From an optimization exercise on the open Yosys and OpenROAD flow, aimed at small area; shortcuts taken in it are not production practice.
In this exercise RTL edits were held to simulation tests only and were not proved equivalent to the original.
No activity file was given, so power comes from the tool's default toggle rates.

[design.v]
`timescale 1 ns / 1 ns
module hyper_bus #(
    parameter HBRAM_FRE   = 200_000_000,
    parameter BIT_WIDTH   = 16,
    parameter INIT_NUM    = 256,
    parameter LATENCY     = 7,
    parameter STRENGTH    = "34_ohms",
    parameter BURST_MODE  = "legacy",
    parameter BURST_LEN   = 16,
    parameter REFRESH     = "Full_Array",
    parameter CLOCK_TYPE  = "Single_Ended",
    parameter MASK_WIDTH  = 4
) (
    input                              ram_clock,
    input                              ram_reset,
    input                              ram_en,
    input                              rw_ctrl,
    input      [31:0]                  ram_addr,
    input      [31:0]                  ram_burst_len,
    output                             ram_wr_valid,
    input      [BIT_WIDTH * 2 - 1 : 0] ram_wr_data,
    output reg                         ram_rd_valid,
    output reg [BIT_WIDTH * 2 - 1 : 0] ram_rd_data,
    input      [MASK_WIDTH - 1 : 0]    ram_data_mask,
    output reg                         hbc_cal_pass,
    output reg                         ctrl_idle,
    output                             hbc_ck_p_hi,
    output                             hbc_ck_p_lo,
    output                             hbc_ck_n_hi,
    output                             hbc_ck_n_lo,
    output                             hbc_cs_n,
    output                             hbc_rst_n,
    output     [BIT_WIDTH - 1 : 0]     hbc_dq_en,
    output     [BIT_WIDTH - 1 : 0]     hbc_dq_out_hi,
    output     [BIT_WIDTH - 1 : 0]     hbc_dq_out_lo,
    input      [BIT_WIDTH - 1 : 0]     hbc_dq_in_hi,
    input      [BIT_WIDTH - 1 : 0]     hbc_dq_in_lo,
    output     [BIT_WIDTH/8 - 1 : 0]   hbc_rwds_en,
    output     [BIT_WIDTH/8 - 1 : 0]   hbc_rwds_out_hi,
    output     [BIT_WIDTH/8 - 1 : 0]   hbc_rwds_out_lo,
    input      [BIT_WIDTH/8 - 1 : 0]   hbc_rwds_in_hi,
    input      [BIT_WIDTH/8 - 1 : 0]   hbc_rwds_in_lo
);
localparam IDLE  = 4'd0;
localparam RESET = 4'd1;
localparam RWAIT = 4'd2;
localparam CFG   = 4'd3;
localparam CW    = 4'd4;
localparam WAIT  = 4'd5;
localparam INIT  = 4'd6;
localparam XFER  = 4'd7;
localparam DONE  = 4'd8;
reg  [3:0]  state;
reg  [3:0]  state_next;
reg  [14:0] cnt;             
reg         flag;            
reg         cr_sel;          
reg         r_rw_ctrl;
reg  [3:0]  r_data_mask;
reg         r_rwds_hi0;
reg  [15:0] r_dq_in_hi;
reg  [15:0] ndq_hi;          
reg  [15:0] ndq_lo;          
wire [15:0] dq_hi = ~ndq_hi;
wire [15:0] dq_lo = ~ndq_lo;
reg         fst;             
wire s_idle  = state == IDLE;
wire s_reset = state == RESET;
wire s_rwait = state == RWAIT;
wire s_cfg   = state == CFG;
wire s_cw    = state == CW;
wire s_wait  = state == WAIT;
wire s_init  = state == INIT;
wire s_xfer  = state == XFER;
wire s_done  = state == DONE;
wire strobe = r_rwds_hi0 ^ hbc_rwds_in_lo[0];
wire rw_rd  = r_rw_ctrl & flag;             
wire wr_on  = flag & ~r_rw_ctrl;            
wire        cnt_up  = ~(s_xfer & rw_rd & ~strobe);       
wire [14:0] cnt_inc = cnt + {14'd0, cnt_up};
wire t1024  = cnt[10];                                                   
wire t80    = cnt[6] & cnt[4];                                           
wire t32000 = cnt[14] & cnt[13] & cnt[12] & cnt[11] & cnt[10] & cnt[8];  
wire t400   = cnt[8] & cnt[7] & cnt[4];                                  
wire [10:0] xfer_start = flag ? ~ram_burst_len[11:1] : 11'd1919;
wire tlast  = &cnt[10:1];
wire ge42   = cnt[6] | (cnt[5] & (cnt[4] | cnt[3] & (cnt[2] | cnt[1])));    
wire nz     = |cnt[4:0];                                 
wire le3    = ~(cnt[4] | cnt[3] | cnt[2]);              
wire le4    = le3 | (cnt[2] & ~cnt[1] & ~cnt[0] & ~cnt[4] & ~cnt[3]);
wire ge2     = |cnt[4:1];                                
wire done_f  = (s_cw | s_done) & fst;                    
wire rwds_wr = (s_xfer & ~fst | s_done & fst) & wr_on;   
wire rwds_one = (s_cfg & ~fst) | (s_cw & fst) | (s_init & ~fst & ~(cnt[4] | cnt[3] | (cnt[2] & cnt[1])));
wire init_b   = s_init & ~cnt[4] & ~cnt[3];
wire beat1    = init_b & (cnt[2:0] == 3'd2);
wire beat2    = init_b & (cnt[2:0] == 3'd3);
wire beat3    = init_b & (cnt[2:0] == 3'd4);
wire cfg_on   = (s_cfg & ge2) | (s_cw & fst);
wire dq_on_hi = cfg_on | beat1 | beat2 | rwds_wr;
wire dq_on_lo = dq_on_hi | beat3;
assign hbc_ck_p_hi = ((s_cfg | s_init) & ge2) | s_xfer | done_f;
assign hbc_cs_n    = ~(((s_cfg | s_init) & ~fst) | s_xfer | done_f);
assign hbc_rst_n   = ~(s_reset & ~fst & ~ge42);
wire adv = (s_idle & t1024) | (s_reset & t80) | (s_rwait & t32000) | (s_cfg & cnt[2]) |
           ((s_cw | s_done) & t400) | (s_wait & (~flag | ram_en)) | (s_init & cnt[4]) |
           (s_xfer & tlast);
always @(*) begin
    case (state)
        IDLE:    state_next = RESET;
        RESET:   state_next = RWAIT;
        RWAIT:   state_next = CFG;
        CFG:     state_next = CW;
        CW:      state_next = cr_sel ? CFG : WAIT;
        WAIT:    state_next = INIT;
        INIT:    state_next = XFER;
        XFER:    state_next = DONE;
        DONE:    state_next = WAIT;
        default: state_next = IDLE;
    endcase
end
always @(posedge ram_clock or posedge ram_reset) begin
    if (ram_reset) begin
        state <= IDLE;
        cnt   <= 15'd24;
        fst   <= 1'b1;
    end else begin
        fst <= adv;
        if (adv) begin
            state <= state_next;
            cnt   <= s_init ? {4'd0, xfer_start} : {14'd0, s_idle | s_reset | s_xfer};
        end else begin
            cnt   <= cnt_inc;
        end
    end
end
always @(posedge ram_clock or posedge ram_reset) begin
    if (ram_reset) begin
        flag   <= 1'b0;
        cr_sel <= 1'b0;
    end else begin
        if (s_done)
            flag <= 1'b1;
        if (s_cfg & adv)
            cr_sel <= ~cr_sel;
    end
end
always @(posedge ram_clock) begin
    if (ram_en) begin
        r_rw_ctrl   <= rw_ctrl;
        r_data_mask <= ram_data_mask;
    end
    r_rwds_hi0 <= hbc_rwds_in_hi[0];
    r_dq_in_hi <= hbc_dq_in_hi;
end
always @(posedge ram_clock) begin
    if (s_wait) begin
        ndq_hi <= ~({ram_addr[18:11], ram_addr[2:0], ram_addr[31:27]} & {16{flag}});
        ndq_lo <= ~({ram_addr[10:3], ram_addr[26:19]} & {16{flag}});
    end else if (s_init) begin
        if (cnt[1:0] == 2'd2)
            ndq_lo[7:0] <= ~({5'd0, dq_hi[7:5]});
    end else if (s_cfg) begin
        case (cnt[2:0])
            3'd1: begin ndq_hi[7:0] <= ~(8'h60); ndq_lo[7:0] <= ~(8'h00); end
            3'd2: begin ndq_hi[7:0] <= ~(8'h01); ndq_lo[7:0] <= ~(8'h00); end
            3'd3: begin ndq_hi[7:0] <= ~(8'h00); ndq_lo[7:0] <= ~(cr_sel ? 8'h01 : 8'h00); end
            default: begin
                ndq_hi[7:0] <= ~(cr_sel ? 8'hff : 8'h8f);
                ndq_lo[7:0] <= ~(cr_sel ? 8'hc1 : 8'h2e);
            end
        endcase
    end else begin
        ndq_hi <= ~(ram_wr_data[31:16]);
        ndq_lo <= ~(ram_wr_data[15:0]);
    end
end
wire [7:0] dq_hi_b0 = {beat1 ? rw_rd : dq_hi[7], dq_hi[6] & ~beat1, dq_hi[5] | beat1, dq_hi[4:0]};
assign hbc_dq_out_hi = {(rwds_wr | beat2) ? dq_hi[15:8] : dq_hi_b0, beat2 ? dq_hi[15:8] : dq_hi_b0} & {16{dq_on_hi}};
assign hbc_dq_out_lo = {(rwds_wr | beat2) ? dq_lo[15:8] : dq_lo[7:0], beat2 ? dq_lo[15:8] : dq_lo[7:0]} & {16{dq_on_lo}};
assign hbc_rwds_out_hi = ({2{rwds_wr}} & ~r_data_mask[1:0]) | {2{rwds_one}};
assign hbc_rwds_out_lo = ({2{rwds_wr}} & ~r_data_mask[3:2]) | {2{rwds_one}};
assign hbc_ck_p_lo = 1'b0;
assign hbc_ck_n_lo = 1'b0;
assign hbc_ck_n_hi = 1'b0;
wire dq_en_c   = ~((s_idle & fst) | (s_reset & ~fst & ~ge42) | (s_wait & fst & flag) |
                    (s_init & ~fst & ~le4) | (s_xfer & (fst | rw_rd)) | (s_done & (~fst | rw_rd)));
wire rwds_en_c = (s_cfg & ~fst) | ((s_cw | s_done & ~rw_rd) & fst) | (s_init & ~fst & le4) | (s_xfer & ~rw_rd);
assign hbc_dq_en   = {BIT_WIDTH{dq_en_c}};
assign hbc_rwds_en = {2{rwds_en_c}};
assign ram_wr_valid = s_xfer & wr_on;
always @(posedge ram_clock or posedge ram_reset) begin
    if (ram_reset) begin
        hbc_cal_pass    <= 1'b0;
        ctrl_idle       <= 1'b1;
        ram_rd_valid    <= 1'b0;
        ram_rd_data     <= 32'd0;
    end else begin
        if (s_wait & flag)
            hbc_cal_pass <= 1'b1;
        ctrl_idle    <= ~(flag & ((s_init & nz) | s_xfer | s_done));
        ram_rd_valid <= s_xfer & rw_rd & strobe;
        if (s_xfer & rw_rd & strobe)
            ram_rd_data <= {r_dq_in_hi, hbc_dq_in_lo};
    end
end
endmodule
[flow/run.sh]
#!/bin/bash
# The standard layout (standard.sh, with synth_recipe.tcl as the synthesis
# script, so the same Yosys passes and registers) with area-related changes:
#  - ABC maps the combinational logic with an area-oriented script
#    (flow/abc_area.script: deepsyn + choice-based area mapping); ORFS reads it
#    from a copy of its scripts folder, otherwise unchanged
#  - port buffers use the smallest buffer cell (every port still gets one)
#  - clock tree synthesis uses no dummy loads
# Each tool's log stays under orfs/logs/; make's own output goes to make_finish.log.
set -uo pipefail
here=$(pwd)
rm -rf "$here/orfs_scripts"
cp -r "$FLOW_HOME/scripts" "$here/orfs_scripts"
cp "$here/flow/abc_area.script" "$here/orfs_scripts/abc_area.script"
export SCRIPTS_DIR="$here/orfs_scripts"
export BUFFER_PORTS_ARGS="-buffer_cell sky130_fd_sc_hd__buf_1"
export CTS_ARGS="-sink_clustering_enable -sink_clustering_size 16 -sink_clustering_max_diameter 80 -repair_clock_nets -dont_use_dummy_load -buf_list {sky130_fd_sc_hd__clkbuf_8} -root_buf sky130_fd_sc_hd__clkbuf_8 -sink_clustering_buffer sky130_fd_sc_hd__clkbuf_8"
bash standard.sh > make_finish.log 2>&1
st=$?
cp -r orfs/logs orfs_logs 2>/dev/null || true
exit $st
[flow/abc_area.script]
strash
&get -n
&deepsyn -T 20
&put
dch -f
amap
topo
[standard.sh]
#!/bin/bash
# synth_recipe.tcl (not shown) runs the flow's synth.tcl, then flattens the netlist and writes it again
# the make line also repeats each setting of config.mk as NAME=value (left out here)
make -C /OpenROAD-flow-scripts/flow DESIGN_CONFIG=/design/flow/config.mk WORK_HOME=/design/flow/orfs CLKGATE_MAP_FILE= SYNTH_SCRIPT=/design/flow/synth_recipe.tcl "${@:-finish}"
[config.mk]
export PLATFORM = sky130hd
export DESIGN_NAME = hyper_bus
export DESIGN_NICKNAME = hyper_bus
export VERILOG_FILES = /design/flow/design.v
export SDC_FILE = /design/flow/constraint.sdc
export NUM_CORES = 4
export LEC_CHECK = 0
export ABC_AREA = 1
export CAP_MARGIN = 20
export CORE_MARGIN = 2
export CORE_UTILIZATION = 40
export PLACE_DENSITY = 0.6
export SLEW_MARGIN = 20
[constraint.sdc]
create_clock -name core_clock -period 5.0 [get_ports {ram_clock}]
set_input_delay 1.0000 -clock core_clock [delete_from_list [all_inputs] [get_ports {ram_clock}]]
set_output_delay 1.0000 -clock core_clock [all_outputs]
set_load 0.01 [all_outputs]
==> results.cfg, run 1 <==
[outcome]
status = finished clean

[job]
drv_cap = 0

[sta]
fin_skew_ns = 0.0389
setup-tns-final_ns = 0
worstMarginPinSlew_ns = 0.986
period_needed_ns = 4.48
hold_viol = 0
max_slew_margin_pct = 34.3
fmax_mhz = 223
post-route-period-util_pct = 89.6
maxSlewViolCount = 0
whs_ns = 0.437
setup_viol = 0
rsz0062_at_grt = no

[yosys]
synth_flop_cell = dfrtp_1
synth_seq_cells = 111
synth_cells = 458
synth-edff-count = 37
syn_area_sq_um = 4880
synth.avg_cell_area_sq_um = 10.6
ys_warn_count = 1
synth_cell_types = 34
async_flop_share_pct = 51.4
ys_seq_area_share_pct = 59.1

[clock_tree]
clk_pin_slew_ns = 0.12
cts_buffers = 9
clockBufferDepth = 2
post-cts-setup-buffer-count = 0
hold_buffers = 0
cts.htree.levels = 3
clockRootBuffer = clkbuf_8
clk_latency_ns = 0.38
cts_tree = yes
cts.sinks = 111
cts-resized-gates = 0

[final_layout]
area_delta_synth_final_pct = 21.2
fillers = 1171
regArea_sq_um = 2880
drive_above_1_share_pct = 4.34
nets = 812
multiInputGateArea_sq_um = 1700
diodes = 0

[critical_path]
arrival_ns = 3.48
critPathKind = flop to primary output
crit_path_frequent_cell = nor2_1
cp.required_ns = 4.00
crit_chain = clkinv_1 -> nor2_1 -> nand2_1 -> nor2_2 -> clkinv_1 -> nor2_1 -> clkinv_1 -> nor2_1 -> nand2_1 -> nor2_1 -> nor2_1 -> or2_0 -> a222oi_1 -> clkinv_1 -> o21ai_0 -> buf_1
critical-path-slowest-cell = dfrtp_1
cp-start-kind = flop
worstPathMaxFanout = 6
critPathMaxStageDelay_ns = 0.37
endpoint_kind = primary output

[power]
ir_worst_vdd_mv = 0.122
power_density_nw_per_um2 = 256
p_leak_nw = 2.17

[detailed_routing]
route.detailed.drc = 0
ant_nets = 0
via_per_inst = 5.29
wire_per_inst_um = 16.2
dr.first_iter.drc_count = 222
drt_wl_total_um = 13200
drt_first_pass_iters = 4
vias = 4315

[floorplanning]
die_y_um = 114
core_area_sq_um = 12000
start_util_pct = 40.8
rows = 40
die_w_um = 114
io_pins = 236
dieArea_sq_um = 13100

[grt]
grt_pass1_vias = 4120
track_usage_pct = 20.2
grt_first_pass_wirelength_um = 20500
grt.overflow.total = 0
grt_max_degree = 58
grt_antenna_before_repair = 0

[placed_design]
place.gp.congestion = 0.856
io_buffers = 209
post-dp-hpwl_um = 9810

[hold_path]
hold_path.class = flop to flop
## cell type report
type                       instances  area share, %
multi-input combinational        288           28.8
inverter                          40           2.54
tap                              147           3.11
timing repair buffer             220           14.7
clock buffer                       9           2.10
sequential                       111           48.8
## worst max-delay path: cells and delay by family, from the launching register on
family | cells | cell delay (ns)
compound gates | 2 | 0.47
buf+inv | 5 | 0.74
simple gates | 9 | 1.53
flops | 1 | 0.37
## per-stage QoR
stage	setup WS (ns)	util [%]	total power, mW	area (sq um)	std cells
after global routing	0.118	49.4	1.57	5910	815
after floorplan	0.601	-	1.05	4880	460
after global placement	0.828	48.4	1.10	5780	806
final	0.522	49.4	1.51	5910	815
after CTS	0.388	49.4	1.53	5910	815
after detailed placement	0.807	48.4	1.11	5780	806
## per-layer routing
layer  global-route usage [%]  part of all wire, %
met5                        0                    0
met4                     7.24                  1.5
met3                     4.18                  6.5
met2                     34.7                   48
met1                     25.1                   44
## flip-flops by register name (all words and copies together), names as in the netlist
| register | count |
|---|---|
| ndq_lo | 16 |
| r_data_mask | 4 |
| flag | 1 |
| cnt | 15 |
| r_rw_ctrl | 1 |
| ram_rd_valid | 1 |
| ctrl_idle | 1 |
| r_rwds_hi0 | 1 |
| state | 4 |
| hbc_cal_pass | 1 |
| ram_rd_data | 32 |
| r_dq_in_hi | 16 |
| fst | 1 |
| ndq_hi | 16 |
| cr_sel | 1 |
## synthesized netlist by cell type, drive strengths merged, types with 3 or more instances
master,instances,share of area [%]
a211oi,5,0.77
a21boi,3,0.46
a21oi,9,0.92
a221oi,11,2.0
a22oi,17,2.6
a31oi,4,0.51
a32oi,3,0.54
buf,21,3.2
clkinv,40,3.1
dfrtp,53,27
dfstp,4,2.2
dfxtp,17,7.0
edfxtp,37,23
nand2,32,2.5
nand3,5,0.51
nand4,3,0.38
nor2,47,3.6
nor3,11,1.1
o21ai,47,4.8
o22a,32,5.7
o22ai,19,2.4
or2,19,2.4
## cell families (layout without fill, tap and decap cells)
family	after synthesis	after routing	synth area share, %
flops	111	111	59.1
other cells	1	3	0.0769
buf+inv	61	269	6.31
simple gates	124	124	11.5
compound gates	159	159	22.5
fa+ha+maj	2	2	0.513
## worst paths after layout
| check | from | to | slack [ns] | cells past startpoint |
|---|---|---|---|---|
| worst min-delay path | r_dq_in_hi[1] | ram_rd_data[17] | 0.44 | 1 |
| worst min register to register | r_dq_in_hi[1] | ram_rd_data[17] | 0.44 | 1 |
| worst max register to register | state[1] | state[1] | 1.10 | 12 |
| worst max-delay path | state[1] | hbc_dq_out_hi[15] | 0.52 | 16 |
| max in group asynchronous | ram_reset | hbc_cal_pass | 3.69 | 3 |
| min in group asynchronous | ram_reset | ram_rd_data[17] | 0.79 | 3 |
## placed cells by master, fill, tap and decap left out, drive strengths merged, types with 17 or more instances in the layout
cell and n:
o22ai 19, nand2 32, edfxtp 37, or2 19
nor2 47, o21ai 47, a22oi 17, dfrtp 53
o22a 32, dfxtp 17, clkinv 39, buf 220
## report_power, final
part | leakage (nW) | switching [mW] | internal, mW
Clock | 0.0647 | 0.266 | 0.163
Combinational | 0.858 | 0.0463 | 0.0462
Sequential | 1.24 | 0.0159 | 0.976
Total | 2.17 | 0.329 | 1.19
==> run 2: changes to the inputs <==
--- a/flow/run.sh
+++ b/flow/run.sh
@@ -15,5 +15,5 @@
 export SCRIPTS_DIR="$here/orfs_scripts"
 export BUFFER_PORTS_ARGS="-buffer_cell sky130_fd_sc_hd__buf_1"
-export CTS_ARGS="-sink_clustering_enable -sink_clustering_size 16 -sink_clustering_max_diameter 80 -repair_clock_nets -dont_use_dummy_load -buf_list {sky130_fd_sc_hd__clkbuf_8} -root_buf sky130_fd_sc_hd__clkbuf_8 -sink_clustering_buffer sky130_fd_sc_hd__clkbuf_8"
+export CTS_ARGS="-sink_clustering_enable -sink_clustering_size 12 -sink_clustering_max_diameter 60 -repair_clock_nets -dont_use_dummy_load -buf_list {sky130_fd_sc_hd__clkbuf_8} -root_buf sky130_fd_sc_hd__clkbuf_8 -sink_clustering_buffer sky130_fd_sc_hd__clkbuf_8"
 bash standard.sh > make_finish.log 2>&1
 st=$?
==> results.cfg, run 2 <==
[sta]
maxSlewViolCount = 0
period_needed_ns = 4.48
fmax_mhz = 223
setup_viol = 0
max_slew_margin_pct = 34.3
worstMarginPinSlew_ns = 0.986
rsz0062_at_grt = no
hold_viol = 0
post-route-period-util_pct = 89.6
fin_skew_ns = 0.0389
setup-tns-final_ns = 0

[detailed_routing]
m1WireLength_um = 5770
drt_wl_total_um = 13200
via_per_inst = 5.29
wire_per_inst_um = 16.2
route.detailed.drc = 0
wl_met2_um = 6410
wl_met3_um = 863
drt_first_pass_iters = 4
vias = 4315
ant_nets = 0
dr.first_iter.drc_count = 222
top_layer_used = met4

[grt]
grt_pass1_vias = 4120
grt_antenna_before_repair = 0
track_usage_pct = 20.2
grt.overflow.total = 0
grt_first_pass_wirelength_um = 20500
grt_max_degree = 58

[critical_path]
startpoint = state[1]
endpoint_kind = primary output
cp.required_ns = 4.00
r2r_setup_slack_ns = 1.10
arrival_ns = 3.48
ff2ff_path_depth = 12
crit-reg2reg-capture = state[1]
worstPathMaxFanout = 6
cp-start-kind = flop
critPathKind = flop to primary output
reg2reg_from = state[1]

[clock_tree]
clk_pin_slew_ns = 0.12
clk_latency_ns = 0.38
cts_buffers = 9
cts.htree.levels = 3
cts.sinks = 111
clockRootBuffer = clkbuf_8
post-cts-setup-buffer-count = 0
hold_buffers = 0
cts_tree = yes
clockBufferDepth = 2

[yosys]
ys_top_cells_by_count = 53 x dfrtp_1, 47 x nor2_1, 47 x o21ai_0, 40 x clkinv_1, 37 x edfxtp_1
synth_cell_types = 34
yosys.area.top_type = dfrtp_1
synth_most_common_cell = dfrtp_1
synth.avg_cell_area_sq_um = 10.6
synth_cells = 458
async_flop_share_pct = 51.4
synth_flop_cell = dfrtp_1
synth-edff-count = 37
synth_seq_cells = 111
synthTopCellsByArea = dfrtp_1 27%, edfxtp_1 23%, dfxtp_1 7.0%, o22a_1 5.7%, o21ai_0 4.8%
ys_seq_area_share_pct = 59.1
syn_area_sq_um = 4880
ys_warn_count = 1
synth_top_area_share_pct = 27.2

[power]
pwr-share-comb_pct = 6.1
power_frac_seq_pct = 65.5
total_power_mw = 1.51
p_leak_nw = 2.17
pwr-share-clk_pct = 28.3
power_density_nw_per_um2 = 256
p_sw_share_pct = 21.7
p_int_mw = 1.19
ir_worst_vdd_mv = 0.122
switching_power_uw = 329

[floorplanning]
die_w_um = 114
rows = 40
io_pins = 236
dieArea_sq_um = 13100
core_area_sq_um = 12000
die_y_um = 114
start_util_pct = 40.8

[placed_design]
io_buffers = 209
post-dp-hpwl_um = 9810
place.gp.congestion = 0.856

[final_layout]
drive_above_1_share_pct = 4.34
area_delta_synth_final_pct = 21.2
fillers = 1171
diodes = 0
regMostFlops = ram_rd_data
mostFrequentLayoutCells = 209 x buf_1, 53 x dfrtp_1, 46 x o21ai_0
largest_reg_flops = 32
final_common_cell = buf_1
nets = 812

[hold_path]
worst_hold_path.endpoint = ram_rd_data[17]
hold_path.class = flop to flop
hold_depth = 1
min_from = r_dq_in_hi[1]

[outcome]
status = finished clean

[job]
drv_cap = 0
run 2: layer usage:
| layer | track usage [%] | up-vias |
|---|---|---|
| li1 | - | 2109 |
| met1 | 25.1 | 2030 |
| met2 | 34.7 | 163 |
| met3 | 4.18 | 13 |
| met4 | 7.24 | 0 |
| met5 | 0 | - |
run 2: worst max-delay path by stage:
| stage | to | cells after the start | slack (ns) |
|---|---|---|---|
| 4_1_cts | hbc_dq_out_lo[1] | 15 | 0.39 |
| 6_report | hbc_dq_out_hi[15] | 16 | 0.52 |
| 3_5_place_dp | hbc_dq_out_lo[1] | 15 | 0.81 |
| 5_1_grt | hbc_dq_out_lo[1] | 15 | 0.12 |
| 3_3_place_gp | hbc_dq_out_hi[15] | 16 | 0.83 |
| 2_1_floorplan | hbc_dq_out_hi[15] | 15 | 0.60 |
run 2: power by group through the flow:
| stage | registers [mW] | logic, mW | clock network (mW) |
|---|---|---|---|
| 6_report | 0.992 | 0.0925 | 0.429 |
| 3_3_place_gp | 1.01 | 0.0925 | 0 |
| 3_5_place_dp | 1.01 | 0.0946 | 0 |
| 5_1_grt | 0.997 | 0.104 | 0.474 |
| 4_1_cts | 0.992 | 0.0950 | 0.444 |
| 2_1_floorplan | 1.02 | 0.0341 | 0 |
run 2: layout make-up:
cell class | instances | area (sq um) | area share, %
Inverter | 40 | 150 | 2.54
Tap cell | 147 | 184 | 3.11
Multi-Input combinational cell | 288 | 1700 | 28.8
Sequential cell | 111 | 2880 | 48.8
Timing Repair Buffer | 220 | 867 | 14.7
Clock buffer | 9 | 124 | 2.10
run 2: worst max-delay path, cell delays in order (launching register included):
cell and delay (ns):
dfrtp_1 0.37, clkinv_1 0.18, nor2_1 0.25, nand2_1 0.11
nor2_2 0.22, clkinv_1 0.12, nor2_1 0.23, clkinv_1 0.13
nor2_1 0.13, nand2_1 0.08, nor2_1 0.19, nor2_1 0.09
or2_0 0.23, a222oi_1 0.32, clkinv_1 0.11, o21ai_0 0.15
buf_1 0.20
run 2: cell families after synthesis:
family	share of synthesized area, %
AOI/OAI and AO/OA	22.5
adders and majority gates	0.513
buffers and inverters	6.31
DFF	59.1
other	0.0769
and+or+nand+nor	11.5
run 2: what timing repair did:
action,CTS,global route
resized for setup,0,1
endpoints found under the hold margin,0,0
endpoints found under the setup margin,0,9
run 2: per-stage QoR:
stage	setup slack, ns	hold WS [ns]	std cells	utilization [%]	instance area (sq um)
6_report	0.522	0.437	815	49.4	5910
5_1_grt	0.118	0.445	815	49.4	5910
4_1_cts	0.388	0.446	815	49.4	5910
3_5_place_dp	0.807	0.439	806	48.4	5780
3_3_place_gp	0.828	0.435	806	48.4	5780
2_1_floorplan	0.601	0.433	460	-	4880
==> run 3: changes to the inputs <==
--- a/design.v
+++ b/design.v
@@ -42,12 +42,12 @@
     input      [BIT_WIDTH/8 - 1 : 0]   hbc_rwds_in_lo
 );
-localparam IDLE  = 4'd0;
+localparam IDLE  = 4'd2;
 localparam RESET = 4'd1;
-localparam RWAIT = 4'd2;
-localparam CFG   = 4'd3;
-localparam CW    = 4'd4;
-localparam WAIT  = 4'd5;
-localparam INIT  = 4'd6;
-localparam XFER  = 4'd7;
+localparam RWAIT = 4'd3;
+localparam CFG   = 4'd9;
+localparam CW    = 4'd10;
+localparam WAIT  = 4'd13;
+localparam INIT  = 4'd0;
+localparam XFER  = 4'd5;
 localparam DONE  = 4'd8;
 reg  [3:0]  state;
--- a/config.mk
+++ b/config.mk
@@ -7,7 +7,7 @@
 export LEC_CHECK = 0
 export ABC_AREA = 1
-export CAP_MARGIN = 20
+export CAP_MARGIN = 0
 export CORE_MARGIN = 2
 export CORE_UTILIZATION = 40
 export PLACE_DENSITY = 0.6
-export SLEW_MARGIN = 20
+export SLEW_MARGIN = 0
==> results.cfg, run 3 <==
[yosys]
synth_most_common_cell = nor2_1
synth_cell_types = 33
synth_fa_ha_area_share_pct = 0.521
ys_warn_count = 1
synth_top_area_share_pct = 27.1
synthSimpleGateAreaFrac_pct = 9.32
ys_top_cells_by_count = 53 x nor2_1, 52 x dfrtp_1, 38 x clkinv_1, 37 x edfxtp_1, 33 x o22a_1
synth_flop_cell = dfrtp_1
synth_cells = 437
yosys.area.top_type = dfrtp_1
async_flop_share_pct = 51.4
synthTopCellsByArea = dfrtp_1 27%, edfxtp_1 23%, dfxtp_1 7.1%, o22a_1 6.0%, nor2_1 4.1%
synth_seq_cells = 111
yosys-mux-area-fraction_pct = 0
synth_compound_area_share_pct = 23.7
synth.avg_cell_area_sq_um = 11.0
synth_xor_area_share_pct = 0.182
synth_top_family_by_area = compound AO/OA/AOI/OAI gates
synth-edff-count = 37
syn_area_sq_um = 4810
ys_seq_area_share_pct = 60.0

[sta]
worstMarginPinSlew_ns = 1.23
whs_ns = 0.443
hold_viol = 0
max_slew_margin_pct = 17.1
period_needed_ns = 4.67
post-route-period-util_pct = 93.5
fin_skew_ns = 0.0367
maxSlewViolCount = 0
setup_viol = 0
fmax_mhz = 214

[critical_path]
worstPathMaxFanout = 15
crit_chain = nor2_1 -> clkinv_1 -> nor2_1 -> clkinv_1 -> nor3_2 -> clkinv_1 -> nor2_1 -> nand2_1 -> nor2_1 -> clkinv_1 -> buf_4 -> nand2_1 -> o21a_2 -> or2_1 -> o22ai_1 -> buf_1
arrival_ns = 3.67
critPathMaxStageDelay_ns = 0.46
path_buf_inv = 6
endpoint_kind = primary output
cpLargestDelayFamily = simple AND/OR/NAND/NOR gates
critical-path-slowest-cell = dfrtp_1
cp-start-kind = flop
critPathKind = flop to primary output
cp.required_ns = 4.00

[floorplanning]
io_pins = 236
core_area_sq_um = 11900
die_y_um = 114
die_w_um = 114
dieArea_sq_um = 12900
start_util_pct = 40.5
rows = 40

[clock_tree]
cts_buffers = 9
hold_buffers = 0
cts.htree.levels = 3
clockRootBuffer = clkbuf_8
clockBufferDepth = 2
cts_tree = yes
cts.sinks = 111
clk_pin_slew_ns = 0.10
clk_latency_ns = 0.38
post-cts-setup-buffer-count = 0

[grt]
grt_max_degree = 58
track_usage_pct = 20.6
grt_pass1_vias = 4094
grt_antenna_before_repair = 0
grt.overflow.total = 0
grt_first_pass_wirelength_um = 20600

[final_layout]
final_common_cell = buf_1
regMostFlops = ram_rd_data
mostFrequentLayoutCells = 209 x buf_1, 52 x nor2_1, 52 x dfrtp_1
largest_reg_flops = 32
diodes = 0
fillers = 1162
nets = 793
drive_above_1_share_pct = 5.08
final_area_sq_um = 5870
area_delta_synth_final_pct = 22.0

[detailed_routing]
ant_nets = 0
route.detailed.drc = 0
wire_per_inst_um = 16.8
drt_first_pass_iters = 6
via_per_inst = 5.43
dr.first_iter.drc_count = 176
drt_wl_total_um = 13400
vias = 4326

[placed_design]
place.gp.congestion = 0.939
io_buffers = 209
post-dp-hpwl_um = 10100
place_area_sq_um = 5740

[hold_path]
hold_path.class = flop to flop

[power]
p_int_mw = 1.16
pwr-share-clk_pct = 29.1
pwr-share-comb_pct = 4.2
p_leak_nw = 2.16
power_density_nw_per_um2 = 249
power_frac_seq_pct = 66.8
switching_power_uw = 303
ir_worst_vdd_mv = 0.176
p_sw_share_pct = 20.8

[outcome]
status = finished clean

[job]
drv_cap = 0
[run 3: cell count changes after synthesis, moves of 3 or more]
cell	previous run	this run
nand2_1	32	19
a21boi_0	3	0
a21o_1	0	3
a211oi_1	5	10
a221oi_1	11	18
a32oi_1	3	0
o21ai_0	47	27
o22ai_1	19	27
a21oi_1	9	13
or2_0	19	11
nor2_1	47	53
[run 3: power by group through the flow]
stage               Clock, mW  Combinational [mW]  Sequential [mW]
floorplan                   0              0.0225            0.988
global placement            0              0.0603            0.992
detailed placement          0              0.0624            0.992
CTS                     0.441              0.0628            0.973
global route            0.480              0.0693            0.976
finish                  0.424              0.0610            0.974
[run 3: cells by family after synthesis]
group           Yosys count
compound gates          160
other cells               1
buf+inv                  59
fa+ha+maj                 2
simple gates            103
xor+xnor                  1
flops                   111
[run 3: worst paths after layout]
check | startpoint | cells after the start | slack, ns | endpoint
max in group asynchronous | ram_reset | 3 | 3.68 | state[0]
worst min-delay path | r_dq_in_hi[7] | 1 | 0.44 | ram_rd_data[23]
worst min register to register | r_dq_in_hi[7] | 1 | 0.44 | ram_rd_data[23]
min in group asynchronous | ram_reset | 3 | 0.81 | cnt[9]
worst max register to register | state[1] | 10 | 1.59 | cnt[11]
worst max-delay path | state[0] | 16 | 0.33 | hbc_dq_out_lo[15]
[run 3: worst reg2reg max path, stage by stage, from the launching register on]
cell and delay, ns:
dfstp_2 0.58, clkinv_1 0.16, o21ai_0 0.24, nor2_1 0.09, clkinv_1 0.13, nor3_1 0.06, o21ai_0 0.22, o21ai_0 0.21
nor3_1 0.64, clkinv_1 0.58, a221oi_1 0.37
[run 3: area by class of cell]
class | count | area [sq um] | area share, %
sequential | 111 | 2880 | 49.2
multi-input combinational | 269 | 1650 | 28.1
timing repair buffer | 222 | 882 | 15.0
tap | 147 | 184 | 3.13
inverter | 38 | 143 | 2.43
clock buffer | 9 | 124 | 2.11
[run 3: timing repair]
action,CTS,global route
endpoints found under the hold margin,0,0
gates cloned,0,0
gates resized for setup,1,2
endpoints found under the setup margin,8,9
[run 3: per-stage QoR]
stage	utilization [%]	TNS, ns	cells	total power, mW	worst slack (ns)
finish	49.5	0	796	1.46	0.326
floorplan	-	0	439	1.01	0.0118
detailed placement	48.4	0	787	1.05	0.405
global route	49.5	-0.201	796	1.53	-0.0318
CTS	49.4	0	796	1.48	0.103
global placement	48.4	0	787	1.05	0.487
[run 3: metal layers]
metal	up-vias	global-route usage [%]	wire length [um]
li1	2070	-	-
met1	2026	25.5	5610
met2	203	33.8	6180
met3	27	6.48	1210
met4	0	8.05	365
met5	-	0	0
==> run 4: changes to the inputs <==
--- a/flow/run.sh
+++ b/flow/run.sh
@@ -15,4 +15,5 @@
 export SCRIPTS_DIR="$here/orfs_scripts"
 export BUFFER_PORTS_ARGS="-buffer_cell sky130_fd_sc_hd__buf_1"
+export REMOVE_ABC_BUFFERS=1
 export CTS_ARGS="-sink_clustering_enable -sink_clustering_size 12 -sink_clustering_max_diameter 60 -repair_clock_nets -dont_use_dummy_load -buf_list {sky130_fd_sc_hd__clkbuf_8} -root_buf sky130_fd_sc_hd__clkbuf_8 -sink_clustering_buffer sky130_fd_sc_hd__clkbuf_8"
 bash standard.sh > make_finish.log 2>&1
--- a/config.mk
+++ b/config.mk
@@ -7,7 +7,8 @@
 export LEC_CHECK = 0
 export ABC_AREA = 1
-export CAP_MARGIN = 0
+export CAP_MARGIN = 20
 export CORE_MARGIN = 2
 export CORE_UTILIZATION = 40
+export GPL_TIMING_DRIVEN = 0
 export PLACE_DENSITY = 0.6
-export SLEW_MARGIN = 0
+export SLEW_MARGIN = 20
==> results.cfg, run 4 <==
[yosys]
synth_top_area_share_pct = 27.1
synth_flop_cell = dfrtp_1
synth_seq_cells = 111
ys_seq_area_share_pct = 60.0
ys_top_cells_by_count = 53 x nor2_1, 52 x dfrtp_1, 38 x clkinv_1, 37 x edfxtp_1, 33 x o22a_1
ys_warn_count = 1
synthTopCellsByArea = dfrtp_1 27%, edfxtp_1 23%, dfxtp_1 7.1%, o22a_1 6.0%, nor2_1 4.1%
synth.avg_cell_area_sq_um = 11.0
yosys.area.top_type = dfrtp_1
synth-edff-count = 37
synth_most_common_cell = nor2_1
async_flop_share_pct = 51.4
synth_cells = 437
syn_area_sq_um = 4810
synth_cell_types = 33

[clock_tree]
clk_latency_ns = 0.37
cts.sinks = 111
clk_pin_slew_ns = 0.11
cts_tree = yes
cts_buffers = 9
clockRootBuffer = clkbuf_8
clockBufferDepth = 2
cts.htree.levels = 3

[critical_path]
endpoint_kind = primary output
critical-path-slowest-cell = dfstp_2
arrival_ns = 3.69
worstPathMaxFanout = 12
critPathKind = flop to primary output
path_buf_inv = 4
critPathMaxStageDelay_ns = 0.57
cp.required_ns = 4.00
cp-start-kind = flop
cpLargestDelayFamily = simple AND/OR/NAND/NOR gates
crit_chain = clkinv_1 -> nand3_2 -> nor2_1 -> nor2_4 -> buf_8 -> clkinv_1 -> a21o_1 -> a21oi_1 -> nand2_1 -> nand2_1 -> o21a_2 -> or2_4 -> o22ai_1 -> buf_1

[final_layout]
final_cells = 795
drive_above_1_share_pct = 6.79
final_area_sq_um = 5950
fin_util_pct = 50.1
nets = 792
mostFrequentLayoutCells = 209 x buf_1, 52 x dfrtp_1, 47 x nor2_1
fillers = 1185
diodes = 0
regMostFlops = ram_rd_data
largest_reg_flops = 32
area_delta_synth_final_pct = 23.7
final_common_cell = buf_1

[placed_design]
io_buffers = 209
dpl.cell_count = 778
place.gp.congestion = 0.934
place_area_sq_um = 5700
post-dp-hpwl_um = 10100

[power]
total_power_mw = 1.46
p_leak_nw = 2.19
power_density_nw_per_um2 = 246
ir_worst_vdd_mv = 0.124

[floorplanning]
dieArea_sq_um = 12900
start_util_pct = 40.5
die_w_um = 114
rows = 40
core_area_sq_um = 11900
io_pins = 236
die_y_um = 114

[sta]
period_needed_ns = 4.69
maxSlewViolCount = 0
worstMarginPinSlew_ns = 0.912
fin_skew_ns = 0.0341
hold_viol = 0
rsz0062_at_grt = no
setup_viol = 0
fmax_mhz = 213
post-route-period-util_pct = 93.7
max_slew_margin_pct = 38.8

[detailed_routing]
drt_wl_total_um = 13600
ant_nets = 0
dr.first_iter.drc_count = 160
via_per_inst = 5.40
route.detailed.drc = 0
vias = 4293
wire_per_inst_um = 17.2
drt_first_pass_iters = 5

[grt]
grt_antenna_before_repair = 0
grt_max_degree = 39
grt_pass1_vias = 4317
grt_first_pass_wirelength_um = 21400
track_usage_pct = 21.2
grt.overflow.total = 0

[outcome]
status = finished clean

[job]
drv_cap = 0

[hold_path]
hold_path.class = flop to flop
## run 4: cell types whose count changed in the layout (fill, tap and decap cells not counted), moves of 2 or more
cell,delta
clkinv_2,+2
or2_4,+2
clkinv_1,-2
nor3_4,+2
nor2_1,-5
nor2_4,+4
buf_4,-5
or2_1,-2
nor2_2,+2
## run 4: stage by stage
| stage | setup TNS, ns | setup slack [ns] | hold WS [ns] |
|---|---|---|---|
| after global routing | 0 | 0.00683 | 0.437 |
| after CTS | 0 | 0.00917 | 0.431 |
| after global placement | -73.18 | -2.16 | 0.435 |
| after detailed placement | -15.17 | -1.03 | 0.444 |
| final | 0 | 0.313 | 0.427 |
| after floorplan | -49.23 | -3.00 | 0.433 |
## run 4: area by class of cell
type	instances	area [sq um]	area share (%)
clock buffer	9	124	2.08
sequential	111	2880	48.5
timing repair buffer	220	885	14.9
tap	147	184	3.09
inverter	38	150	2.53
multi-input combinational	270	1720	28.9
## run 4: report_power, final
part	switching, mW	total, mW	leakage (nW)	internal, mW
combinational	0.0309	0.0625	0.834	0.0316
sequential	0.0101	0.972	1.29	0.962
clock	0.263	0.425	0.0647	0.163
## run 4: final timing paths
kind,slack (ns),startpoint,to,depth (start not counted)
setup / recovery,0.31,state[1],hbc_dq_out_lo[10],14
hold / removal,0.43,r_dq_in_hi[8],ram_rd_data[24],1
setup reg to reg,1.62,state[1],ram_rd_data[27],8
hold reg to reg,0.43,r_dq_in_hi[8],ram_rd_data[24],1
max in group asynchronous,3.88,ram_reset,ram_rd_data[20],3
min in group asynchronous,0.57,ram_reset,cnt[2],2
## run 4: routing by layer
metal | part of all wire, % | vias to the layer above | GRT usage (%)
met5 | 0 | - | 0
met4 | 1.6 | 0 | 6.50
met3 | 8.3 | 17 | 6.22
met2 | 48 | 181 | 36.1
met1 | 42 | 2041 | 26.1
li1 | - | 2054 | -
## run 4: logic make-up after synthesis
| group | after synthesis | share of synthesized area (%) |
|---|---|---|
| buf+inv | 59 | 6.25 |
| flops | 111 | 60.0 |
| compound gates | 160 | 23.7 |
| xor+xnor | 1 | 0.182 |
| simple gates | 103 | 9.32 |
| other cells | 1 | 0.0780 |
| fa+ha+maj | 2 | 0.520 |
## run 4: repair_timing
| action | in CTS | in global routing |
|---|---|---|
| pin swaps | 1 | 4 |
| cloned | 1 | 0 |
| buffers inserted | 1 | 6 |
| endpoints found under the setup margin | 52 | 10 |
| resized for setup | 14 | 4 |
| hold buffers | 0 | 0 |
==> run 5: changes to the inputs <==
--- a/flow/run.sh
+++ b/flow/run.sh
@@ -15,5 +15,4 @@
 export SCRIPTS_DIR="$here/orfs_scripts"
 export BUFFER_PORTS_ARGS="-buffer_cell sky130_fd_sc_hd__buf_1"
-export REMOVE_ABC_BUFFERS=1
 export CTS_ARGS="-sink_clustering_enable -sink_clustering_size 12 -sink_clustering_max_diameter 60 -repair_clock_nets -dont_use_dummy_load -buf_list {sky130_fd_sc_hd__clkbuf_8} -root_buf sky130_fd_sc_hd__clkbuf_8 -sink_clustering_buffer sky130_fd_sc_hd__clkbuf_8"
 bash standard.sh > make_finish.log 2>&1
--- a/config.mk
+++ b/config.mk
@@ -9,6 +9,5 @@
 export CAP_MARGIN = 20
 export CORE_MARGIN = 2
-export CORE_UTILIZATION = 40
-export GPL_TIMING_DRIVEN = 0
-export PLACE_DENSITY = 0.6
+export CORE_UTILIZATION = 70
+export PLACE_DENSITY = 0.85
 export SLEW_MARGIN = 20
==> results.cfg, run 5 <==
[floorplanning]
core_area_sq_um = 6720
die_y_um = 86.9
die_w_um = 86.9
rows = 30
start_util_pct = 71.5
io_pins = 236
dieArea_sq_um = 7550

[critical_path]
critical-path-slowest-cell = dfrtp_1
r2r_setup_slack_ns = 1.82
crit_path_end = hbc_dq_out_hi[15]
reg2reg_from = state[1]
crit_chain = nor2_1 -> clkinv_1 -> nor2_1 -> clkinv_1 -> nor3_2 -> clkinv_1 -> nor2_1 -> nand2_1 -> nor2_1 -> nor2_1 -> or2_0 -> a222oi_1 -> clkinv_1 -> o21ai_0 -> buf_1
ff2ff_path_depth = 12
worstPathMaxFanout = 6
startpoint = state[2]
crit-reg2reg-capture = cnt[6]
arrival_ns = 3.66
critPathKind = flop to primary output
crit_path_frequent_cell = nor2_1
critPathMaxStageDelay_ns = 0.47
endpoint_kind = primary output
cp-start-kind = flop
cp.required_ns = 4.00

[grt]
grt_antenna_before_repair = 0
grt.overflow.total = 0
track_usage_pct = 35.1
grt_max_degree = 58
grt_first_pass_wirelength_um = 20100
grt_pass1_vias = 4302

[placed_design]
post-dp-hpwl_um = 9670
io_buffers = 209
place_area_sq_um = 5650
place.gp.congestion = 0.901

[yosys]
synth_seq_cells = 111
syn_area_sq_um = 4810
yosys-mux-area-fraction_pct = 0
synth_cells = 437
synth.avg_cell_area_sq_um = 11.0
async_flop_share_pct = 51.4
ys_top_cells_by_count = 53 x nor2_1, 52 x dfrtp_1, 38 x clkinv_1, 37 x edfxtp_1, 33 x o22a_1
synthTopCellsByArea = dfrtp_1 27%, edfxtp_1 23%, dfxtp_1 7.1%, o22a_1 6.0%, nor2_1 4.1%
ys_seq_area_share_pct = 60.0
synth-edff-count = 37
ys_warn_count = 1
yosys.area.top_type = dfrtp_1
synth_top_family_by_area = compound AO/OA/AOI/OAI gates
synthSimpleGateAreaFrac_pct = 9.32
synth_flop_cell = dfrtp_1
synth_compound_area_share_pct = 23.7
synth_cell_types = 33
synth_most_common_cell = nor2_1
synth_xor_area_share_pct = 0.182
synth_fa_ha_area_share_pct = 0.521
synth_top_area_share_pct = 27.1

[final_layout]
final_common_cell = buf_1
fillers = 396
largest_reg_flops = 32
drive_above_1_share_pct = 5.24
final_area_sq_um = 5790
nets = 793
regMostFlops = ram_rd_data
area_delta_synth_final_pct = 20.4
diodes = 0
mostFrequentLayoutCells = 209 x buf_1, 52 x dfrtp_1, 51 x nor2_1
fin_util_pct = 86.1

[sta]
max_slew_margin_pct = 43.0
setup-tns-final_ns = 0
worstMarginPinSlew_ns = 0.850
rsz0062_at_grt = no
hold_viol = 0
maxSlewViolCount = 0
fin_skew_ns = 0.0438
fmax_mhz = 215
setup_viol = 0
whs_ns = 0.452
period_needed_ns = 4.66
post-route-period-util_pct = 93.1

[power]
pwr-share-clk_pct = 29.1
pwr-share-comb_pct = 4.2
ir_worst_vdd_mv = 0.225
power_frac_seq_pct = 66.6
p_leak_nw = 2.16
switching_power_uw = 304
power_density_nw_per_um2 = 252
p_int_mw = 1.16
total_power_mw = 1.46
p_sw_share_pct = 20.8

[clock_tree]
cts.sinks = 111
cts_tree = yes
clockBufferDepth = 2
post-cts-setup-buffer-count = 0
cts_buffers = 9
clk_latency_ns = 0.39
clockRootBuffer = clkbuf_8
cts.htree.levels = 3
clk_pin_slew_ns = 0.10

[detailed_routing]
ant_nets = 0
route.detailed.drc = 0
via_per_inst = 6.23
vias = 4541
wire_per_inst_um = 18.3
drt_wl_total_um = 13300
dr.first_iter.drc_count = 405
drt_first_pass_iters = 5

[hold_path]
hold_path.class = flop to flop

[outcome]
status = finished clean

[job]
drv_cap = 0
## run 5: cell counts after synthesis
Identical to the previous run, type by type.
## run 5: final cells by class
type | instances | area, sq um | share of cell area [%]
inverters | 38 | 143 | 2.47
clock buffers | 9 | 124 | 2.14
multi-input cells | 269 | 1650 | 28.6
flip-flops and latches | 111 | 2880 | 49.8
repair buffers | 222 | 882 | 15.2
well taps | 80 | 100 | 1.73
## run 5: critical path, delay by kind of cell, from the launching register on
kind / cells / cell delay, ns
buffers and inverters: 5 / 0.82
and+or+nand+nor: 8 / 1.40
AOI/OAI and AO/OA: 2 / 0.60
DFF: 1 / 0.47
## run 5: worst min-delay path by stage
stage	to	depth (start not counted)	from
after detailed placement	ram_rd_data[16]	1	r_dq_in_hi[0]
after floorplan	ram_rd_data[16]	1	r_dq_in_hi[0]
after global routing	ram_rd_data[24]	1	r_dq_in_hi[8]
after CTS	ram_rd_data[24]	1	r_dq_in_hi[8]
after global placement	ram_rd_data[18]	1	r_dq_in_hi[2]
final	ram_rd_data[24]	1	r_dq_in_hi[8]
## run 5: power groups by stage
stage	clock (mW)	sequential, mW	combinational [mW]
3_5_place_dp	0	0.991	0.0612
6_report	0.425	0.973	0.0616
3_3_place_gp	0	0.990	0.0581
5_1_grt	0.459	0.975	0.0691
2_1_floorplan	0	0.988	0.0225
4_1_cts	0.422	0.972	0.0618
## run 5: metrics by stage
step                      setup WS [ns]  std cells
after floorplan                  0.0118        439
after global routing             0.0757        729
after detailed placement          0.439        720
after CTS                        0.0979        729
final                             0.344        729
after global placement            0.611        720
## run 5: what timing repair did
| action | CTS | global route |
|---|---|---|
| gates resized for setup | 1 | 3 |
| pin swaps | 0 | 0 |
| setup endpoints to repair | 2 | 9 |
| hold buffers | 0 | 0 |
## run 5: layer usage
metal,wire length [um],global-route usage (%),vias up
met2,6750,60.2,308
met4,473,16.6,0
met5,0,0,-
met3,1340,8.72,52
met1,4780,41.6,2122
li1,-,-,2059
## run 5: kinds of logic (layout without fill, tap and decap cells)
kind of cell    count (synthesis)  count (layout)
xor+xnor                        1               1
flops                         111             111
compound gates                160             160
other cells                     1               3
simple gates                  103             103
fa+ha+maj                       2               2
buf+inv                        59             269
==> run 6: changes to the inputs <==
--- a/config.mk
+++ b/config.mk
@@ -9,5 +9,5 @@
 export CAP_MARGIN = 20
 export CORE_MARGIN = 2
-export CORE_UTILIZATION = 70
-export PLACE_DENSITY = 0.85
+export CORE_UTILIZATION = 60
+export PLACE_DENSITY = 0.75
 export SLEW_MARGIN = 20
==> results.cfg, run 6 <==
[detailed_routing]
top_layer_used = met4
wl_met3_um = 1040
drt_first_pass_iters = 7
drt_wl_total_um = 13100
wire_per_inst_um = 17.5
wl_met2_um = 6730
m1WireLength_um = 5160
dr.first_iter.drc_count = 265
vias = 4377
ant_nets = 0
route.detailed.drc = 0
via_per_inst = 5.84

[yosys]
async_flop_share_pct = 51.4
synth.avg_cell_area_sq_um = 11.0
synth_most_common_cell = nor2_1
ys_top_cells_by_count = 53 x nor2_1, 52 x dfrtp_1, 38 x clkinv_1, 37 x edfxtp_1, 33 x o22a_1
yosys.area.top_type = dfrtp_1
ys_warn_count = 1
synth_flop_cell = dfrtp_1
syn_area_sq_um = 4810
synth_seq_cells = 111
ys_seq_area_share_pct = 60.0
synth_cell_types = 33
synthTopCellsByArea = dfrtp_1 27%, edfxtp_1 23%, dfxtp_1 7.1%, o22a_1 6.0%, nor2_1 4.1%
synth_cells = 437
synth_top_area_share_pct = 27.1
synth-edff-count = 37

[critical_path]
ff2ff_path_depth = 11
reg2reg_from = state[1]
endpoint_kind = primary output
crit-reg2reg-capture = cnt[13]
cp-start-kind = flop
worstPathMaxFanout = 9
r2r_setup_slack_ns = 1.85
critPathKind = flop to primary output
cp.required_ns = 4.00
arrival_ns = 3.64

[power]
power_density_nw_per_um2 = 250
ir_worst_vdd_mv = 0.212
p_int_mw = 1.16
pwr-share-clk_pct = 28.8
switching_power_uw = 297
pwr-share-comb_pct = 4.2
p_sw_share_pct = 20.5
power_frac_seq_pct = 67.0
p_leak_nw = 2.16

[clock_tree]
cts_tree = yes
cts_buffers = 9
cts.htree.levels = 3
clk_pin_slew_ns = 0.11
post-cts-setup-buffer-count = 0
clk_latency_ns = 0.37
clockRootBuffer = clkbuf_8
clockBufferDepth = 2
cts.sinks = 111

[final_layout]
area_delta_synth_final_pct = 21.0
final_area_sq_um = 5820
drive_above_1_share_pct = 5.25
largest_reg_flops = 32
regMostFlops = ram_rd_data
diodes = 0
final_cells = 750
nets = 792
final_common_cell = buf_1
mostFrequentLayoutCells = 209 x buf_1, 52 x dfrtp_1, 51 x nor2_1

[grt]
grt_antenna_before_repair = 0
track_usage_pct = 30.2
grt.overflow.total = 0
grt_first_pass_wirelength_um = 20400
grt_pass1_vias = 4210
grt_max_degree = 58

[floorplanning]
core_area_sq_um = 7730
die_y_um = 93.5
dieArea_sq_um = 8740
rows = 32
io_pins = 236
start_util_pct = 62.2
die_w_um = 93.5

[sta]
post-route-period-util_pct = 92.9
worstMarginPinSlew_ns = 1.13
hold_viol = 0
max_slew_margin_pct = 23.7
finalWorstSetupSlack_ns = 0.356
rsz0062_at_grt = no
period_needed_ns = 4.64
fmax_mhz = 215
setup-tns-final_ns = 0
setup_viol = 0
fin_skew_ns = 0.0356
maxSlewViolCount = 0

[job]
drv_cap = 0

[outcome]
status = finished clean

[placed_design]
io_buffers = 209
post-dp-hpwl_um = 9760
post-place-ws_ns = 0.380
place_area_sq_um = 5670
dpl.cell_count = 741
place.gp.congestion = 0.891

[hold_path]
hold_depth = 1
min_from = r_dq_in_hi[3]
worst_hold_path.endpoint = ram_rd_data[19]
hold_path.class = flop to flop
run 6: cell counts after synthesis:
No cell type changed its count.
run 6: final cells by class:
class | count | area [sq um]
clock buffers | 9 | 124
fillers | 609 | 1910
inverters | 38 | 143
multi-input cells | 269 | 1660
flip-flops and latches | 111 | 2880
well taps | 102 | 128
repair buffers | 221 | 875
run 6: worst max path at each step:
stage | from | to | slack (ns) | cells past startpoint
floorplan | state[1] | hbc_dq_out_lo[10] | 0.01 | 11
global placement | state[0] | hbc_dq_out_lo[11] | 0.53 | 15
detailed placement | state[0] | hbc_dq_out_lo[13] | 0.38 | 15
CTS | state[0] | hbc_dq_out_lo[13] | 0.09 | 15
global route | state[0] | hbc_dq_out_lo[13] | 0.08 | 14
finish | state[0] | hbc_dq_out_lo[13] | 0.36 | 14
run 6: metal layers:
| metal | GRT usage (%) | vias up |
|---|---|---|
| met3 | 5.96 | 17 |
| met5 | 0 | - |
| li1 | - | 2057 |
| met1 | 37.3 | 2095 |
| met4 | 8.21 | 0 |
| met2 | 54.3 | 208 |
run 6: worst max-delay path, stage by stage, from the launching register on:
cell and delay [ns]:
dfrtp_1 0.47, clkinv_1 0.14, o21ai_0 0.14, nor2_1 0.15, clkinv_1 0.19, o21ai_0 0.29
nand2_1 0.20, nor3_4 0.33, a21oi_1 0.13, nand2_1 0.10, nand2_1 0.16, o21a_2 0.25
or2_1 0.35, o22ai_1 0.20, buf_1 0.17
run 6: per-stage QoR:
stage	total power, mW	utilization [%]	hold WS [ns]
after floorplan	1.01	-	0.433
after global placement	1.05	73.4	0.435
after detailed placement	1.05	73.4	0.444
after CTS	1.46	75.0	0.451
after global routing	1.50	75.3	0.455
final	1.45	75.3	0.448
run 6: cell families (layout without fill, tap and decap cells):
group | after synthesis | after routing | share of synthesized area (%)
AOI/OAI and AO/OA | 160 | 160 | 23.7
xor gates and xnor gates | 1 | 1 | 0.182
adders and majority gates | 2 | 2 | 0.520
DFF | 111 | 111 | 60.0
other | 1 | 3 | 0.0780
and+or+nand+nor | 103 | 103 | 9.32
buffers and inverters | 59 | 268 | 6.25
run 6: what timing repair did:
| item | in CTS | in global routing |
|---|---|---|
| hold buffers | 0 | 0 |
| gates resized for setup | 1 | 5 |
| endpoints found under the setup margin | 8 | 9 |
run 6: power groups by stage:
stage | Clock (mW) | Combinational [mW] | Sequential, mW
2_1_floorplan | 0 | 0.0225 | 0.988
3_3_place_gp | 0 | 0.0587 | 0.990
3_5_place_dp | 0 | 0.0614 | 0.992
4_1_cts | 0.427 | 0.0617 | 0.972
5_1_grt | 0.454 | 0.0686 | 0.975
6_report | 0.418 | 0.0613 | 0.973
==> run 7: changes to the inputs <==
--- a/config.mk
+++ b/config.mk
@@ -9,5 +9,5 @@
 export CAP_MARGIN = 20
 export CORE_MARGIN = 2
-export CORE_UTILIZATION = 60
-export PLACE_DENSITY = 0.75
+export CORE_UTILIZATION = 40
+export PLACE_DENSITY = 0.6
 export SLEW_MARGIN = 20
==> results.cfg, run 7 <==
[critical_path]
cp-start-kind = flop
crit-reg2reg-capture = cnt[11]
reg2reg_from = state[1]
endpoint_kind = primary output
critPathKind = flop to primary output
worstPathMaxFanout = 15
ff2ff_path_depth = 10
cp.required_ns = 4.00
arrival_ns = 3.68
r2r_setup_slack_ns = 1.57

[yosys]
synth_seq_cells = 111
synth.avg_cell_area_sq_um = 11.0
ys_top_cells_by_count = 53 x nor2_1, 52 x dfrtp_1, 38 x clkinv_1, 37 x edfxtp_1, 33 x o22a_1
synth_top_area_share_pct = 27.1
syn_area_sq_um = 4810
async_flop_share_pct = 51.4
synth_cells = 437
synth-edff-count = 37
synthTopCellsByArea = dfrtp_1 27%, edfxtp_1 23%, dfxtp_1 7.1%, o22a_1 6.0%, nor2_1 4.1%
synth_cell_types = 33
ys_seq_area_share_pct = 60.0
ys_warn_count = 1
synth_most_common_cell = nor2_1
synth_flop_cell = dfrtp_1
yosys.area.top_type = dfrtp_1

[grt]
grt_antenna_before_repair = 0
track_usage_pct = 20.6
grt_pass1_vias = 4094
grt_max_degree = 58
grt_first_pass_wirelength_um = 20600
grt.overflow.total = 0

[clock_tree]
clk_pin_slew_ns = 0.10
clockBufferDepth = 2
cts_buffers = 9
clockRootBuffer = clkbuf_8
cts_tree = yes
cts.htree.levels = 3
post-cts-setup-buffer-count = 0
clk_latency_ns = 0.38
cts.sinks = 111
hold_buffers = 0

[hold_path]
hold_depth = 1
min_from = r_dq_in_hi[7]
worst_hold_path.endpoint = ram_rd_data[23]
hold_path.class = flop to flop

[final_layout]
nets = 793
final_area_sq_um = 5870
final_common_cell = buf_1
mostFrequentLayoutCells = 209 x buf_1, 52 x nor2_1, 52 x dfrtp_1
diodes = 0
drive_above_1_share_pct = 5.08
largest_reg_flops = 32
final_cells = 796
regMostFlops = ram_rd_data
area_delta_synth_final_pct = 22.0

[floorplanning]
rows = 40
core_area_sq_um = 11900
dieArea_sq_um = 12900
io_pins = 236
die_y_um = 114
start_util_pct = 40.5
die_w_um = 114

[sta]
fin_skew_ns = 0.0367
post-route-period-util_pct = 93.5
fmax_mhz = 214
maxSlewViolCount = 0
worstMarginPinSlew_ns = 0.894
setup_viol = 0
hold_viol = 0
period_needed_ns = 4.68
finalWorstSetupSlack_ns = 0.324
max_slew_margin_pct = 40.0

[detailed_routing]
drt_wl_total_um = 13400
via_per_inst = 5.45
vias = 4341
drt_first_pass_iters = 5
dr.first_iter.drc_count = 176
wire_per_inst_um = 16.8
route.detailed.drc = 0
ant_nets = 0

[placed_design]
place.gp.congestion = 0.939
io_buffers = 209
place_area_sq_um = 5740
post-dp-hpwl_um = 10100
post-place-ws_ns = 0.405
dpl.cell_count = 787

[power]
switching_power_uw = 303
power_frac_seq_pct = 66.7
total_power_mw = 1.46
p_int_mw = 1.16
pwr-share-clk_pct = 29.1
p_sw_share_pct = 20.8
p_leak_nw = 2.16
pwr-share-comb_pct = 4.2
power_density_nw_per_um2 = 249
ir_worst_vdd_mv = 0.176

[job]
drv_cap = 0

[outcome]
status = finished clean
-- run 7: cell count changes in the layout (fill, tap and decap cells not counted), sizes merged --
cell  change
buf       +1
-- run 7: kinds of logic after synthesis --
kind of cell,count (synthesis),synth area share (%)
other cells,1,0.0780
buf+inv,59,6.25
fa+ha+maj,2,0.520
flops,111,60.0
simple gates,103,9.32
xor+xnor,1,0.182
compound gates,160,23.7
-- run 7: repair_timing --
item                                    4_1_cts  5_1_grt
endpoints found under the setup margin        8        9
pin swaps                                     0        0
gates resized for setup                       1        2
-- run 7: per-stage QoR --
step	utilization, %	TNS [ns]	hold slack [ns]
2_1_floorplan	-	0	0.433
3_3_place_gp	48.4	0	0.435
3_5_place_dp	48.4	0	0.441
4_1_cts	49.4	0	0.451
5_1_grt	49.5	-0.201	0.453
6_report	49.5	0	0.443
-- run 7: how the worst max path moves through the flow --
stage,start,to,slack (ns),cells after the start
final,state[0],hbc_dq_out_lo[15],0.32,16
after global routing,state[0],hbc_dq_out_lo[14],-0.03,16
after CTS,state[0],hbc_dq_out_lo[11],0.10,16
after detailed placement,state[0],hbc_dq_out_lo[8],0.41,16
after global placement,state[0],hbc_dq_out_lo[13],0.49,16
after floorplan,state[1],hbc_dq_out_lo[10],0.01,11
-- run 7: per-layer routing --
metal / track usage, % / share of wire, % / vias up
met5: 0 / 0 / -
met4: 8.05 / 2.8 / 0
met3: 6.48 / 9.2 / 28
met2: 33.8 / 46 / 208
met1: 25.5 / 42 / 2033
li1: - / - / 2072
-- run 7: area by class of cell --
class / count / area [sq um]
sequential: 111 / 2880
timing repair buffer: 222 / 882
inverter: 38 / 143
clock buffer: 9 / 124
multi-input combinational: 269 / 1650
tap: 147 / 184
fill: 1162 / 5990
-- run 7: critical path, stage by stage (launching register included) --
cell and delay [ns]:
dfrtp_1 0.46, nor2_1 0.32, clkinv_1 0.14, nor2_1 0.16, clkinv_1 0.12, nor3_2 0.22
clkinv_1 0.16, nor2_1 0.17, nand2_1 0.12, nor2_1 0.17, clkinv_1 0.08, buf_4 0.19
nand2_1 0.19, o21a_2 0.29, or2_1 0.29, o22ai_1 0.11, buf_1 0.14
-- run 7: power by group through the flow --
stage	sequential (mW)	combinational, mW	clock (mW)
after global routing	0.976	0.0693	0.480
after detailed placement	0.992	0.0624	0
after global placement	0.992	0.0603	0
final	0.974	0.0610	0.424
after floorplan	0.988	0.0225	0
after CTS	0.973	0.0628	0.441
==> run 8: changes to the inputs <==
--- a/flow/run.sh
+++ b/flow/run.sh
@@ -15,4 +15,5 @@
 export SCRIPTS_DIR="$here/orfs_scripts"
 export BUFFER_PORTS_ARGS="-buffer_cell sky130_fd_sc_hd__buf_1"
+export DONT_USE_CELLS="sky130_fd_sc_hd__buf_4 sky130_fd_sc_hd__buf_6 sky130_fd_sc_hd__buf_8 sky130_fd_sc_hd__buf_12 sky130_fd_sc_hd__buf_16"
 export CTS_ARGS="-sink_clustering_enable -sink_clustering_size 12 -sink_clustering_max_diameter 60 -repair_clock_nets -dont_use_dummy_load -buf_list {sky130_fd_sc_hd__clkbuf_8} -root_buf sky130_fd_sc_hd__clkbuf_8 -sink_clustering_buffer sky130_fd_sc_hd__clkbuf_8"
 bash standard.sh > make_finish.log 2>&1
==> results.cfg, run 8 <==
[grt]
grtUsageMet3_pct = 6.48
met2_usage_pct = 33.8
use_met1_pct = 25.5
grt_pass1_vias = 4094
track_usage_pct = 20.6
grt_max_degree = 58
grt.overflow.total = 0
busiest_layer = met2
grt_antenna_before_repair = 0
grt_first_pass_wirelength_um = 20600

[power]
power_density_nw_per_um2 = 249
p_int_mw = 1.16
p_leak_nw = 2.16
pwr-share-comb_pct = 4.2
switching_power_uw = 303
power_frac_seq_pct = 66.7
p_sw_share_pct = 20.8
ir_worst_vdd_mv = 0.176
pwr-share-clk_pct = 29.1

[detailed_routing]
dr.first_iter.drc_count = 176
route.detailed.drc = 0
drt_first_pass_iters = 5
wire_per_inst_um = 16.8
ant_nets = 0
drt_wl_total_um = 13400
vias = 4341
via_per_inst = 5.45

[sta]
setup_viol = 0
whs_ns = 0.443
setup-tns-final_ns = 0
finalWorstSetupSlack_ns = 0.324
maxSlewViolCount = 0
hold_viol = 0
max_slew_margin_pct = 40.0
post-route-period-util_pct = 93.5
worstMarginPinSlew_ns = 0.894
period_needed_ns = 4.68
fin_skew_ns = 0.0367
fmax_mhz = 214

[placed_design]
post-place-ws_ns = 0.405
place.gp.congestion = 0.939
post-dp-hpwl_um = 10100
io_buffers = 209

[final_layout]
drive_above_1_share_pct = 5.08
mostFrequentLayoutCells = 209 x buf_1, 52 x nor2_1, 52 x dfrtp_1
fin_util_pct = 49.5
area_delta_synth_final_pct = 22.0
final_common_cell = buf_1
nets = 793
diodes = 0
largest_reg_flops = 32
regMostFlops = ram_rd_data

[yosys]
synth.avg_cell_area_sq_um = 11.0
synth_cell_types = 33
synth_flop_cell = dfrtp_1
async_flop_share_pct = 51.4
synth_seq_cells = 111
syn_area_sq_um = 4810
ys_top_cells_by_count = 53 x nor2_1, 52 x dfrtp_1, 38 x clkinv_1, 37 x edfxtp_1, 33 x o22a_1
synth-edff-count = 37
synth_cells = 437
synth_top_area_share_pct = 27.1
ys_warn_count = 1
synth_most_common_cell = nor2_1
ys_seq_area_share_pct = 60.0
synthTopCellsByArea = dfrtp_1 27%, edfxtp_1 23%, dfxtp_1 7.1%, o22a_1 6.0%, nor2_1 4.1%
yosys.area.top_type = dfrtp_1

[clock_tree]
cts_buffers = 9
hold_buffers = 0
cts_tree = yes
clockBufferDepth = 2
clk_pin_slew_ns = 0.10
cts.htree.levels = 3
cts.sinks = 111
clk_latency_ns = 0.38
clockRootBuffer = clkbuf_8
post-cts-setup-buffer-count = 0

[critical_path]
worstPathMaxFanout = 15
cp.required_ns = 4.00
arrival_ns = 3.68
endpoint_kind = primary output
cp-start-kind = flop
critPathKind = flop to primary output

[floorplanning]
dieArea_sq_um = 12900
die_y_um = 114
die_w_um = 114
start_util_pct = 40.5
rows = 40
core_area_sq_um = 11900
io_pins = 236

[outcome]
status = finished clean

[hold_path]
hold_path.class = flop to flop

[job]
drv_cap = 0
## run 8: cell counts after synthesis
No cell type changed its count.
## run 8: cell families (layout without fill, tap and decap cells)
kind of cell    Yosys count  after routing  synth area share (%)
simple gates            103            103                  9.32
compound gates          160            160                  23.7
fa+ha+maj                 2              2                 0.520
other cells               1              3                0.0780
xor+xnor                  1              1                 0.182
flops                   111            111                  60.0
buf+inv                  59            269                  6.25
## run 8: path summary, 6_finish.rpt
path                               start                 to  slack, ns  cells past startpoint
min                        r_dq_in_hi[7]    ram_rd_data[23]       0.44                      1
max reg2reg                     state[1]            cnt[11]       1.57                     10
max                             state[0]  hbc_dq_out_lo[15]       0.32                     16
max in group asynchronous      ram_reset           state[0]       3.68                      3
min in group asynchronous      ram_reset             cnt[9]       0.81                      3
min reg2reg                r_dq_in_hi[7]    ram_rd_data[23]       0.44                      1
## run 8: what timing repair did
| item | CTS | global route |
|---|---|---|
| cloned | 0 | 0 |
| gates resized for setup | 1 | 2 |
| setup endpoints to repair | 8 | 9 |
## run 8: final cells by class
class | instances | area (sq um)
repair buffers | 222 | 882
clock buffers | 9 | 124
flip-flops and latches | 111 | 2880
well taps | 147 | 184
inverters | 38 | 143
multi-input cells | 269 | 1650
fillers | 1162 | 5990
## run 8: worst max-delay path, cell delays in order (launching register included)
cell and delay, ns:
dfrtp_1 0.46, nor2_1 0.32, clkinv_1 0.14, nor2_1 0.16, clkinv_1 0.12, nor3_2 0.22, clkinv_1 0.16, nor2_1 0.17
nand2_1 0.12, nor2_1 0.17, clkinv_1 0.08, buf_4 0.19, nand2_1 0.19, o21a_2 0.29, or2_1 0.29, o22ai_1 0.11
buf_1 0.14
## run 8: per-stage QoR
stage	total power, mW	area [sq um]	cells
global placement	1.05	5740	787
detailed placement	1.05	5740	787
global route	1.53	5870	796
CTS	1.48	5860	796
finish	1.46	5870	796
floorplan	1.01	4820	439
## run 8: routing by layer
| layer | part of all wire (%) | up-vias | routed length (um) |
|---|---|---|---|
| li1 | - | 2072 | - |
| met3 | 9.2 | 28 | 1230 |
| met1 | 42 | 2033 | 5600 |
| met2 | 46 | 208 | 6150 |
| met5 | 0 | - | 0 |
| met4 | 2.8 | 0 | 369 |
## run 8: power groups by stage
stage	logic (mW)	registers (mW)	clock network (mW)
after global placement	0.0603	0.992	0
after floorplan	0.0225	0.988	0
after global routing	0.0693	0.976	0.480
after detailed placement	0.0624	0.992	0
final	0.0610	0.974	0.424
after CTS	0.0628	0.973	0.441

## re-timing with driven ports
The results above use ideal ports. As a check the final layouts listed here were re-extracted and re-timed, cells and wires unchanged.
Step 1 assumes that a clkbuf_16 drives the clock port and a buf_2 every other input.
Step 2 moves the port delays by t, midway between the first and last clock arrival at a register: inputs arrive t later, outputs are due t later. That takes back most of the time a late clock gives input paths.
a / b / c = no drivers / after step 1 / after step 2; a / b = the first two.
run	t (ns)	setup slack, ns	worst hold slack (ns)	worst slew at a driven data input, ns	cell pins on the clock port's net
run 1	0.396	0.522 / 0.487 / 0.883	0.437 / 0.437 / 0.437	0.06	1
run 2	0.396	0.522 / 0.487 / 0.883	0.437 / 0.437 / 0.437	0.06	1
run 3	0.397	0.326 / 0.294 / 0.691	0.443 / 0.443 / 0.443	0.05	1
run 4	0.387	0.313 / 0.281 / 0.668	0.427 / 0.427 / 0.427	0.05	1
run 5	0.398	0.344 / 0.311 / 0.709	0.452 / 0.452 / 0.452	0.06	1
run 6	0.386	0.356 / 0.323 / 0.709	0.448 / 0.448 / 0.448	0.05	1
run 7	0.397	0.324 / 0.291 / 0.689	0.443 / 0.443 / 0.443	0.05	1
run 8	0.397	0.324 / 0.291 / 0.689	0.443 / 0.443 / 0.443	0.05	1
After both steps every run listed still meets setup and hold.
